From an optimization exercise on the open Yosys and OpenROAD flow, aimed at small area; shortcuts taken in it are not production practice. Only simulation tests tie the RTL to the original design; equivalence was not proved. Power is estimated from default activity; no workload was simulated.

== v57 ==
// QuadCopter
module QuadCopter(
  input wire clk,    
  input wire RST_n,  
  input wire RX,     
  input wire MISO,   
  input wire INT,    
  output wire SS_n,  
  output wire SCLK,  
  output wire MOSI,  
  output wire TX,    
  output wire FRNT,  
  output wire BCK,   
  output wire LFT,   
  output wire RGHT   
);
clock: 10.0 ns
lec_check: 0
cap_margin: 0
core_margin: 2
core_utilization: 40
cts_buf_list: sky130_fd_sc_hd__clkbuf_8
cts_cluster_diameter: 60
cts_cluster_size: 16
slew_margin: 0
run.sh (not shown) runs the stock make flow with config.mk's settings and CLKGATE_MAP_FILE= SYNTH_SCRIPT=/design/flow/synth_recipe.tcl, a recipe that flattens the netlist after the stock synthesis.
v57 went all the way through synthesis, placement and routing and the layout is clean on timing, DRC and antenna.
What v8 does differently from v57 at the input level:
==> flow/config.mk <==
export PLATFORM = sky130hd
export DESIGN_NAME = QuadCopter
export DESIGN_NICKNAME = QuadCopter
export VERILOG_FILES = /design/flow/design.v
export SDC_FILE = /design/flow/constraint.sdc
export NUM_CORES = 4
export LEC_CHECK = 0
export CAP_MARGIN = 20
export CORE_MARGIN = 2
export CORE_UTILIZATION = 85
export CTS_BUF_LIST = sky130_fd_sc_hd__clkbuf_16
export CTS_CLUSTER_DIAMETER = 80
export CTS_CLUSTER_SIZE = 30
export PLACE_DENSITY = 0.92
export SLEW_MARGIN = 20
- v8 reached the end of the flow, and the finished layout is clean on the timing, DRC and antenna checks.
- The critical path depth reported for v8 is smaller than that of v57 by about 30%.
- Global router's overall resource usage sits higher in v8 than in v57.
- The area taken by flip-flops and latches was comparable across v57 and v8.
- v8 vs v57 — design area dropped about 3%.
- Going from v57 to v8, final cell count without fillers shrank by more than 10%.
- Row floorplan core area: v8 lower / v57 higher
- v8: number of tap cells added at floorplan is about 50% lower than what v57 reported.
- Power density over the cells delta for v8 relative to v57: about 1% lower
- | number of antenna violations at the first check in global routing | lower: v8 |
- Compared with v57, in v8 worst-skew pair later-pin latency decreased by 90 ps relative to the old numbers, power decreased by 4.1% relative to the old numbers.
The inputs of v54 differ from those of v8 as listed below.
diff --git a/flow/config.mk b/flow/config.mk
--- a/flow/config.mk
+++ b/flow/config.mk
@@ -10,5 +10,5 @@
-export CORE_UTILIZATION = 85
-export CTS_BUF_LIST = sky130_fd_sc_hd__clkbuf_16
-export CTS_CLUSTER_DIAMETER = 80
-export CTS_CLUSTER_SIZE = 30
-export PLACE_DENSITY = 0.92
+export CORE_UTILIZATION = 70
+export CTS_BUF_LIST = sky130_fd_sc_hd__clkbuf_8
+export CTS_CLUSTER_DIAMETER = 60
+export CTS_CLUSTER_SIZE = 16
+export PLACE_DENSITY = 0.8
==> comparison <==
On v54: share of layout cells above drive strength 1 is 1.0 points higher than what v8 gave.
Between v54 and v8, it is v54 whose initial antenna violation count is higher, by 1.
On v54: via count is 12% lower than what v8 gave.
The following lists how v14 was set up differently from v54:
diff --git a/flow/config.mk b/flow/config.mk
--- a/flow/config.mk
+++ b/flow/config.mk
@@ -7,0 +8 @@
+export ABC_AREA = 1
@@ -10 +11 @@
-export CORE_UTILIZATION = 70
+export CORE_UTILIZATION = 40
@@ -14 +14,0 @@
-export PLACE_DENSITY = 0.8
### Flow results
In the tables for v54 and v14, initial antenna violation count reads lower with v54.
Against v54, v14 comes in 2.7 points higher on area growth from synthesis to layout.
Worst hold margin, v54 and v14: larger value in v54
The higher die area came out of v14.
Delta(final clock period utilization by the worst path, v14 - v54) > 0

* * *

## alpha
Starting RTL as in the previous note.
make LEC_CHECK=0 CAP_MARGIN=20 CORE_MARGIN=2 CORE_UTILIZATION=70 CTS_BUF_LIST=sky130_fd_sc_hd__clkbuf_16 CTS_CLUSTER_DIAMETER=80 CTS_CLUSTER_SIZE=30 PLACE_DENSITY=0.8 SLEW_MARGIN=20 finish   # period 10.0 ns
alpha was carried through to the last stage, and its layout satisfied the timing, DRC and antenna checks.
What beta does differently from alpha at the input level:
Settings: PLACE_DENSITY now 0.92, was 0.8; CTS_BUF_LIST now sky130_fd_sc_hd__clkbuf_8, was sky130_fd_sc_hd__clkbuf_16; CTS_CLUSTER_SIZE now 16, was 30; ABC_AREA now 1, previously not set; CORE_UTILIZATION now 85, was 70; CTS_CLUSTER_DIAMETER now 60, was 80.
Results
- Going from alpha to beta, the number of signal-net inverters in the final layout was found to have gone up by 260.
- Total non-filler cell area in the finished layout: beta and alpha compared, lower one is beta
- Lower sequential cell area share was reported by alpha, not beta.
- Post-synthesis area per instance ends up higher on alpha.
- Ratio of final minimum period to clock period, beta and alpha, lower one = alpha.
- Changes observed in beta relative to alpha: area after synthesis essentially unchanged, area fraction in compound gates after synthesis essentially unchanged, final wirelength increased about 30%, cell leakage power increased about 2%.
- Cmp beta and alpha / synthesized cell count / higher: beta
- Clock network area share delta for beta relative to alpha: 0.17 points lower
What gamma does differently from beta at the input level:
Settings: ABC_AREA removed (was 1).
Findings:
Timing, DRC, antenna: 0 failures across gamma and beta. Detailed-route via count: gamma vs beta down 1,210. [gamma] simple logic cell fraction of the synthesized area rose 0.26 points relative to beta. Core footprint: beta vs gamma — no meaningful difference.
